Context: an optimization exercise on an open-source flow, tuned for small area. The choices shown serve that exercise and are no tape-out recipe.
In this exercise RTL edits were held to simulation tests only and were not proved equivalent to the original.
No activity file was given, so power comes from the tool's default toggle rates.

[flow/config.mk]
export PLATFORM = sky130hd
export DESIGN_NAME = Top_Memory_Game
export DESIGN_NICKNAME = Top_Memory_Game
export VERILOG_FILES = /design/flow/design.v
export SDC_FILE = /design/flow/constraint.sdc
export NUM_CORES = 4
export LEC_CHECK = 0
export CAP_MARGIN = 20
export CORE_MARGIN = 2
export CORE_UTILIZATION = 40
export SLEW_MARGIN = 20
[flow/constraint.sdc]
create_clock -name core_clock -period 25.0 [get_ports {clk}]
set_input_delay 5.0000 -clock core_clock [delete_from_list [all_inputs] [get_ports {clk}]]
set_output_delay 5.0000 -clock core_clock [all_outputs]
set_load 0.01 [all_outputs]
[flow/design.v]
module Top_Memory_Game (
    input wire clk,
    input wire rst_n,
    input wire [7:0] btn_raw,
    output wire [7:0] led_out,
    output wire [7:0] seg_data,
    output wire [7:0] seg_sel,
    output reg pwm_servo,
    output wire lcd_rs,
    output wire lcd_rw,
    output wire lcd_en,
    output reg [7:0] lcd_data
);
    integer i;
    wire [7:0] btn_in = ~btn_raw;
    reg  [7:0] db_prev, db_out;
    reg  [9:0] db_cnt [0:7];
    wire [7:0] db_hit;
    genvar g;
    generate
        for (g = 0; g < 8; g = g + 1) begin : db
            assign db_hit[g] = (db_cnt[g] == 10'd712);
            always @(posedge clk)
                db_cnt[g] <= (btn_in[g] ^ db_prev[g]) ? 10'd0
                           : {db_cnt[g][8:0], ~(db_cnt[g][9] ^ db_cnt[g][6])};
        end
    endgenerate
    always @(posedge clk or negedge rst_n) begin
        if (!rst_n) begin
            db_prev <= 8'd0;
            db_out  <= 8'd0;
        end else begin
            db_prev <= btn_in;
            db_out  <= (db_hit & db_prev) | (~db_hit & db_out);
        end
    end
    wire [7:0] btn_pos = db_hit & db_prev & ~db_out;
    wire       any_key = |btn_pos;
    reg  [2:0] key;
    always @(*) begin
        casez (btn_pos)
            8'b???????1: key = 3'd0;
            8'b??????10: key = 3'd1;
            8'b?????100: key = 3'd2;
            8'b????1000: key = 3'd3;
            8'b???10000: key = 3'd4;
            8'b??100000: key = 3'd5;
            8'b?1000000: key = 3'd6;
            default:     key = 3'd7;
        endcase
    end
    reg [15:0] lfsr;
    always @(posedge clk or negedge rst_n) begin
        if (!rst_n) lfsr <= 16'hACE1;
        else        lfsr <= {lfsr[14:0], lfsr[15] ^ lfsr[13] ^ lfsr[12] ^ lfsr[10]};
    end
    wire [2:0] rv = lfsr[2:0];
    localparam S_IDLE = 4'd0;
    localparam S_GA   = 4'd1;    
    localparam S_GB   = 4'd2;    
    localparam S_GC   = 4'd3;    
    localparam S_SA   = 4'd4;    
    localparam S_SB   = 4'd5;    
    localparam S_SC   = 4'd6;    
    localparam S_WT   = 4'd7;    
    localparam S_CK   = 4'd8;
    localparam S_PS   = 4'd9;
    localparam S_FL   = 4'd10;
    localparam S_DN   = 4'd11;
    reg [3:0]  st;
    reg [11:0] ph;               
    reg [7:0]  cq;               
    reg [3:0]  idx;              
    reg [2:0]  round;            
    reg [4:0]  score;            
    reg [2:0]  ans [0:7];
    reg [2:0]  usr [0:7];
    reg [2:0]  last;
    reg        rep;
    reg        match;
    wire ph0    = (ph == 12'd0);
    wire phlast = (ph == 12'd2499);
    wire [11:0] ph_inc = phlast ? 12'd0 : ph + 12'd1;
    wire [7:0]  cq_inc = cq + {7'd0, phlast};
    wire [3:0] k     = {1'b0, round} + 4'd3;
    wire [2:0] a_cur = ans[idx[2:0]];
    reg [4:0] per_q, on_q;
    always @(*) begin
        case (round)
            3'd2: begin per_q = 5'd16; on_q = 5'd12; end
            3'd3: begin per_q = 5'd12; on_q = 5'd9;  end
            3'd4: begin per_q = 5'd8;  on_q = 5'd6;  end
            3'd5: begin per_q = 5'd4;  on_q = 5'd3;  end
            default: begin per_q = 5'd20; on_q = 5'd15; end
        endcase
    end
    wire t150  = (cq == 8'd60) && ph0;
    wire t25   = (cq == 8'd10) && ph0;
    wire tper  = (cq == {3'd0, per_q}) && ph0;
    wire tup   = (cq == 8'd200) && (ph == 12'd1);
    wire first = (cq == 8'd0) && ph0;
    wire skip  = (idx != 4'd0) && (rv == last) && rep;
    always @(posedge clk or negedge rst_n) begin
        if (!rst_n) begin
            st <= S_IDLE; ph <= 12'd0; cq <= 8'd0; idx <= 4'd0;
            round <= 3'd1; score <= 5'd0;
        end else begin
            ph <= ph_inc; cq <= cq_inc;
            case (st)
                S_IDLE: if (t150) st <= S_GA;
                S_GA: begin idx <= 4'd0; st <= S_GB; end
                S_GB: begin
                    if (idx == k) st <= S_GC;
                    else if (!skip) idx <= idx + 4'd1;
                end
                S_GC: st <= S_SA;
                S_SA: begin ph <= 12'd0; cq <= 8'd0; idx <= 4'd0; st <= S_SB; end
                S_SB: begin
                    if (tper) begin
                        ph <= 12'd0; cq <= 8'd0;
                        if (idx == k - 4'd1) st <= S_SC;
                        else idx <= idx + 4'd1;
                    end
                end
                S_SC: begin ph <= 12'd0; cq <= 8'd0; idx <= 4'd0; st <= S_WT; end
                S_WT: begin
                    if (tup) begin
                        ph <= 12'd0; cq <= 8'd0; round <= round + 3'd1; st <= S_FL;
                    end else if (idx == k) begin
                        ph <= 12'd0; cq <= 8'd0; st <= S_CK;
                    end else if (!first && any_key) begin
                        idx <= idx + 4'd1;
                    end
                end
                S_CK: if (t25) begin
                    round <= round + 3'd1;
                    if (match) begin
                        score <= score + {2'd0, round} + 5'd1;
                        st <= S_PS;
                    end else st <= S_FL;
                end
                S_PS, S_FL: if (t150) st <= (round == 3'd6) ? S_DN : S_GA;
                default: st <= S_DN;
            endcase
        end
    end
    always @(posedge clk) begin
        if (st == S_GB && idx != k && !skip) begin
            ans[idx[2:0]] <= rv;
            last <= rv;
            rep  <= (idx != 4'd0) && (rv == last);
        end
        if (st == S_SC) match <= 1'b1;
        if (st == S_WT && !tup && idx != k && !first && any_key) begin
            usr[idx[2:0]] <= key;
            match <= match & (key == a_cur);
        end
    end
    wire led_on = (st == S_SB) && !first &&
                  ((cq < {3'd0, on_q}) || ((cq == {3'd0, on_q}) && ph0));
    assign led_out = led_on ? (8'd1 << a_cur) : 8'd0;
    reg [9:0] pcnt;
    reg [5:0] e;
    reg       pre;
    always @(posedge clk or negedge rst_n) begin
        if (!rst_n) begin
            pcnt <= 10'd0;
            pwm_servo <= 1'b0;
        end else begin
            pcnt <= (pcnt == 10'd999) ? 10'd0 : pcnt + 10'd1;
            pwm_servo <= pre;
        end
    end
    always @(posedge clk) begin
        e   <= (st == S_WT) ? cq_inc[7:2] : 6'd0;
        pre <= (pcnt == 10'd999) || (pcnt < {4'd0, e} + 10'd49);
    end
    reg [9:0] scan;
    always @(posedge clk or negedge rst_n) begin
        if (!rst_n) scan <= 10'd0;
        else        scan <= scan + 10'd1;
    end
    wire [2:0] sidx = scan[9:7];
    assign seg_sel = ~(8'd1 << sidx);
    wire blank_st = (st == S_GB) || (st == S_GC) || (st == S_SA) ||
                    (st == S_SB) || (st == S_SC);
    wire show = !blank_st && (idx > {1'b0, sidx});
    reg [7:0] seg;
    always @(*) begin
        case (usr[sidx])
            3'd0: seg = 8'h06;
            3'd1: seg = 8'h5B;
            3'd2: seg = 8'h4F;
            3'd3: seg = 8'h66;
            3'd4: seg = 8'h6D;
            3'd5: seg = 8'h7D;
            3'd6: seg = 8'h07;
            default: seg = 8'h7F;
        endcase
    end
    assign seg_data = show ? seg : 8'h00;
    wire c_idle = (st == S_IDLE);
    wire c_ps   = (st == S_PS);
    wire c_fl   = (st == S_FL);
    wire c_dn   = (st == S_DN);
    wire [7:0] d_h = (score >= 5'd20) ? "1" : "0";
    wire [3:0] tens = (score >= 5'd20) ? 4'd0 : score[4:1];
    wire [7:0] d_t = {4'h3, tens};
    wire [7:0] d_o = score[0] ? "5" : "0";
    reg [1:0]  lph;              
    reg        lln;              
    reg [6:0]  dcnt;
    reg [3:0]  ci;
    reg [127:0] l1, l2;
    always @(*) begin
        if (c_idle) begin
            l1 = "   Game Start   ";
            l2 = "                ";
        end else if (c_ps) begin
            l1 = "    Success!    ";
            l2 = " Next Level...  ";
        end else if (c_fl) begin
            l1 = "     Fail...    ";
            l2 = "  Try Again...  ";
        end else if (c_dn) begin
            l1 = "  FINAL SCORE   ";
            l2 = {"Total: ", d_h, d_t, d_o, "      "};
        end else begin
            l1 = {"Lv. ", 5'd6, round, "           "};
            l2 = {"Score: ", d_h, d_t, d_o, "      "};
        end
    end
    wire [127:0] lsel = lln ? l2 : l1;
    wire [7:0] txt = lsel[127 - ci*8 -: 8];
    reg [7:0] icmd;
    always @(*) begin
        case (ci[2:0])
            3'd0: icmd = 8'h38;
            3'd1: icmd = 8'h0C;
            3'd2: icmd = 8'h06;
            3'd3: icmd = 8'h01;
            default: icmd = 8'h80;
        endcase
    end
    wire l_line = (lph == 2'd1);
    wire dend = l_line ? (dcnt == 7'd5) : (dcnt == 7'd100);
    always @(posedge clk or negedge rst_n) begin
        if (!rst_n) begin
            lph <= 2'd0; lln <= 1'b0; dcnt <= 7'd0; ci <= 4'd0; lcd_data <= 8'd0;
        end else begin
            dcnt <= dend ? 7'd0 : dcnt + 7'd1;
            case (lph)
                2'd0: begin
                    lcd_data <= icmd;
                    if (dend) begin
                        if (ci == 4'd4) begin ci <= 4'd0; lph <= 2'd1; end
                        else ci <= ci + 4'd1;
                    end
                end
                2'd1: begin
                    if (dend && ci == 4'd15) begin
                        lcd_data <= lln ? 8'h80 : 8'hC0;
                        lph <= 2'd2;
                    end else lcd_data <= txt;
                    if (dend) ci <= ci + 4'd1;
                end
                default: begin
                    if (dend) begin lph <= 2'd1; lln <= ~lln; end
                end
            endcase
        end
    end
    assign lcd_en = (dcnt != 7'd0) && (dcnt <= (l_line ? 7'd2 : 7'd5));
    assign lcd_rs = l_line && !(dcnt == 7'd0 && ci == 4'd0);
    assign lcd_rw = 1'b0;
endmodule
[flow/run.sh]
#!/bin/bash
# synth_recipe.tcl (not shown) runs the flow's synth.tcl, then flattens the netlist and writes it again
# the make line also repeats each setting of config.mk as NAME=value (left out here)
make -C /OpenROAD-flow-scripts/flow DESIGN_CONFIG=/design/flow/config.mk WORK_HOME=/design/flow/orfs CLKGATE_MAP_FILE= SYNTH_SCRIPT=/design/flow/synth_recipe.tcl finish
==> summary.txt <==
=========================================================================================
Outcome .................................................................... finished clean
Largest net degree at the start of global routing ..........................           62
Setup tns final ............................................................         0 ns
Most frequent cells in the layout .......................................... 121 x nor2_1, 102 x dfrtp_1, 87 x and2_1, 87 x dfxtp_1, 80 x nand2_1
Share of total power in sequential cells ...................................        0.473
Vias per cell ..............................................................         5.46
Largest area contributor in the synthesized netlist ........................      dfrtp_1
Root buffer selected by CTS ................................................    clkbuf_16
Die Y ......................................................................       182 um
Max-slew violations ........................................................            0
Syn avg cell area ..........................................................    9.82 um^2
Kind of end point of the critical path .....................................   output pin
Syn-to-layout area delta ...................................................        14.4%
Proportion of register bits with asynchronous set or reset after synthesis .        0.442
GRT Resource Usage Total ...................................................        0.176
DIE AREA ...................................................................   33100 um^2
Number of detailed-route iterations in the first pass ......................            5
Core Region ................................................................   31400 um^2
Min Clock Period, post-route ...............................................      9.22 ns
Multi-input gate area in the final layout ..................................    6120 um^2
Final Hold Violating Endpoints .............................................            0
Worst Path Required ........................................................     20.00 ns
HPWL after detailed placement ..............................................     19800 um
Number of top-level pins ...................................................           46
Sequence of cells on the critical path ..................................... inv_1 -> ha_1 -> a211oi_1 -> ha_1 -> o21a_1 -> o21a_1 -> o32a_1 -> a311oi_1 -> nand2_1 -> nor2_1 -> clkdlybuf4s50_1
Count of unique library cells instantiated by Yosys ........................           83
Clk pin slew, worst setup/hold paths .......................................      0.06 ns
Min-delay worst type ....................................................... flip-flop to flip-flop
Number of buffers added on ports ...........................................           43
Cells resized by post-CTS repair ...........................................            0
Leading cell type in the layout, fill and taps excluded ....................       nor2_1
Setup-violating endpoint count in the final report .........................            0
Switching power ............................................................       187 uW
Global-route wire length before repair .....................................     48200 um
Total area of sequential cells .............................................    6120 um^2
Clock power share ..........................................................        0.511
Most frequently used flop master after synthesis ...........................      dfrtp_1
Count of maximum capacitance violations ....................................            0
Fin Hold WS ................................................................     0.328 ns
Number of instances in the synthesized netlist .............................         1290
Biggest area contributors in the synthesized netlist ....................... dfrtp_1 20%, dfxtp_1 14%, edfxtp_1 13%
Fillcell total .............................................................         2990
Switching share of power ...................................................        0.208
Worst Max-Slew Pin Slew ....................................................     0.895 ns
Count of flip-flops with a built-in enable after synthesis .................           53
Maximum level of the CTS H-tree ............................................            1
Number of storage elements in the synthesis netlist ........................          251
Die X-Extent ...............................................................       182 um
Setup Crit Path Kind ....................................................... flip-flop to output pin
RSZ-0062 raised after global routing .......................................        false
Worst setup SP type ........................................................    flip-flop
Post-Synthesis Cell Area ...................................................   12700 um^2
Combinational cell fraction of total power .................................        0.016
Total setup buffers inserted after CTS .....................................            0
Clock insertion delay at the later pin of the skew report ..................      0.57 ns
Clock tree from TritonCTS ..................................................          yes
Worst stage delay on the critical path .....................................      0.60 ns
Number of nets in the layout ...............................................         1371
Fraction of final layout cells with drive strength greater than 1 ..........       0.0785
Number of placement rows ...................................................           65
Cell at the slowest stage of the critical path .............................     a311oi_1
Via count of the routed design .............................................         9502
Remaining antenna violation count ..........................................            0
Peak VDD IR ................................................................      64.5 uV
Share of the clock period used by the worst path after layout ..............        0.369
Worst clock skew on the final layout .......................................    0.0210 ns
Arrival time worst endpoint ................................................      4.22 ns
Warning count from the yosys run ...........................................            2
Initial core utilization ...................................................        0.404
Critical path peak fanout ..................................................            9
Number of buffers created by CTS ...........................................           29
Post-synth top area share ..................................................        0.201
ANT cells ..................................................................            0
Static leakage .............................................................      5.67 nW
Share of the core filled with cells ........................................        0.462
Initial detailed-routing violation count ...................................          732
Number of global-route vias before repair ..................................         9325
Internal Dissipation .......................................................       709 uW
FMAX .......................................................................    0.108 GHz
TritonCTS sink count .......................................................          251
DRC errors left ............................................................            0
Placer's final routability congestion estimate .............................        0.939
Proportion of synthesized chip area in sequential cells ....................        0.483
Number of antenna violations at the first check in global routing ..........            0
Post-CTS Hold Fix Bufs .....................................................            0
Power per cell area ........................................................ 61.8 nW/um^2
Max Buffers Root-to-Sink ...................................................            3
Aggregate global routing overflow ..........................................            0
Routed WL per cell .........................................................      16.6 um
Detailed-route wire length .................................................     28800 um
Worst-case headroom to the max-slew limit ..................................        0.401
=========================================================================================
[per-stage QoR]
step	power, mW	std cells	worst slack (ns)	area (um^2)
2_1_floorplan	0.439	1291	17.26	12700
3_5_place_dp	0.447	1686	16.38	13400
6_report	0.896	1739	15.78	14500
3_3_place_gp	0.446	1686	16.46	13400
4_1_cts	0.909	1739	15.77	14500
5_1_grt	0.929	1739	15.47	14500
[worst paths after layout]
kind	from	to	slack (ns)	depth (start not counted)
worst max-delay path	round[1]	led_out[3]	15.78	11
worst min-delay path	pre	pwm_servo	0.33	0
worst max register to register	idx[1]	ans[1][1]	21.66	8
worst min register to register	pre	pwm_servo	0.33	0
max in group asynchronous	rst_n	ph[8]	19.26	2
min in group asynchronous	rst_n	lcd_data[4]	4.54	1
[synth_stat cells, types with 11 or more instances]
master and instances:
nor2_1 121, dfrtp_1 102, and2_1 87, dfxtp_1 87, nand2_1 80, nand3_1 59, a21oi_1 57, edfxtp_1 53
o21ai_0 52, ha_1 45, inv_1 45, clkbuf_1 44, xnor2_1 44, xor2_1 41, nor2b_1 30, nor3_1 28
nand4_1 18, nand2b_1 17, a31oi_1 16, mux2_2 14, nor4_1 14, or3_1 14, a211oi_1 13, o22ai_1 12
and3_1 11, o21a_1 11
[routing by layer]
| layer | up-vias | routed length (um) | GRT usage |
|---|---|---|---|
| met4 | 0 | 1090 | 0.0648 |
| met5 | - | 0 | 0 |
| li1 | 4650 | - | - |
| met3 | 76 | 1540 | 0.0295 |
| met1 | 4516 | 13200 | 0.240 |
| met2 | 260 | 13000 | 0.283 |
[worst max-delay path: cells and delay by family (launching register included)]
kind | cells | cell delay [ns]
adder cells (fa/ha/maj) | 2 | 0.68
AO/OA/AOI/OAI | 5 | 1.31
AND/OR/NAND/NOR | 2 | 0.38
flip-flops | 1 | 0.55
buffers and inverters | 2 | 0.73
[state kept, by name, summed over array words and instances, names as in the netlist, named ones only]
name       count
st             4
score          5
e              6
pre            1
pwm_servo      1
cq             8
match          1
db_prev        8
last           3
ci             4
dcnt           7
scan          10
lcd_data       8
ph            12
rep            1
usr           24
round          3
lln            1
pcnt          10
lph            2
ans           24
idx            4
lfsr          16
db_cnt        80
[kinds of logic (layout without fill, tap and decap cells)]
logic type	Yosys count	in the layout	share of synthesized area
multiplexers	31	31	0.0328
XOR/XNOR	85	85	0.0588
flip-flops	251	251	0.483
buffers and inverters	110	156	0.0343
adder cells (fa/ha/maj)	46	46	0.0460
AO/OA/AOI/OAI	238	238	0.123
AND/OR/NAND/NOR	528	528	0.221
other	1	2	0.000296
[area by class of cell]
class	instances	area share
sequential	251	0.422
multi-input combinational	930	0.422
clock buffer	40	0.0564
timing repair buffer	56	0.0362
tap	402	0.0347
clock inverter	13	0.0159
inverter	47	0.0122
[power by group through the flow]
stage	Sequential, mW	Combinational, mW	Clock [mW]
2_1_floorplan	0.431	0.00737	0
3_3_place_gp	0.432	0.0143	0
3_5_place_dp	0.432	0.0147	0
4_1_cts	0.424	0.0148	0.470
5_1_grt	0.425	0.0166	0.487
6_report	0.424	0.0140	0.458

[afterwards: timing with drivers on the ports]
In the flow no input, the clock included, has a driving cell. The finished layout below was timed again as built, in two steps. Step 1, drivers: a clkbuf_16 drives clk and a buf_2 each remaining input, both assumed. Step 2 moves the port delays by t, midway between the first and last clock arrival at a register: inputs arrive t later, outputs are due t later. That takes back most of the time a late clock gives input paths. Slacks: ideal ports / drivers / drivers and shift; pairs: ideal ports / drivers.
shift t [ns]: 0.605
setup WS [ns]: 15.778 / 15.730 / 16.335
worst hold slack (ns): 0.328 / 0.328 / 0.328
worst data-port slew with drivers (ns): 0.04
pins driven straight from the clock port: 1
After both steps this run still meets setup and hold. The setup slack of this run moves by -0.048 ns with the drivers and by +0.557 ns with both steps.
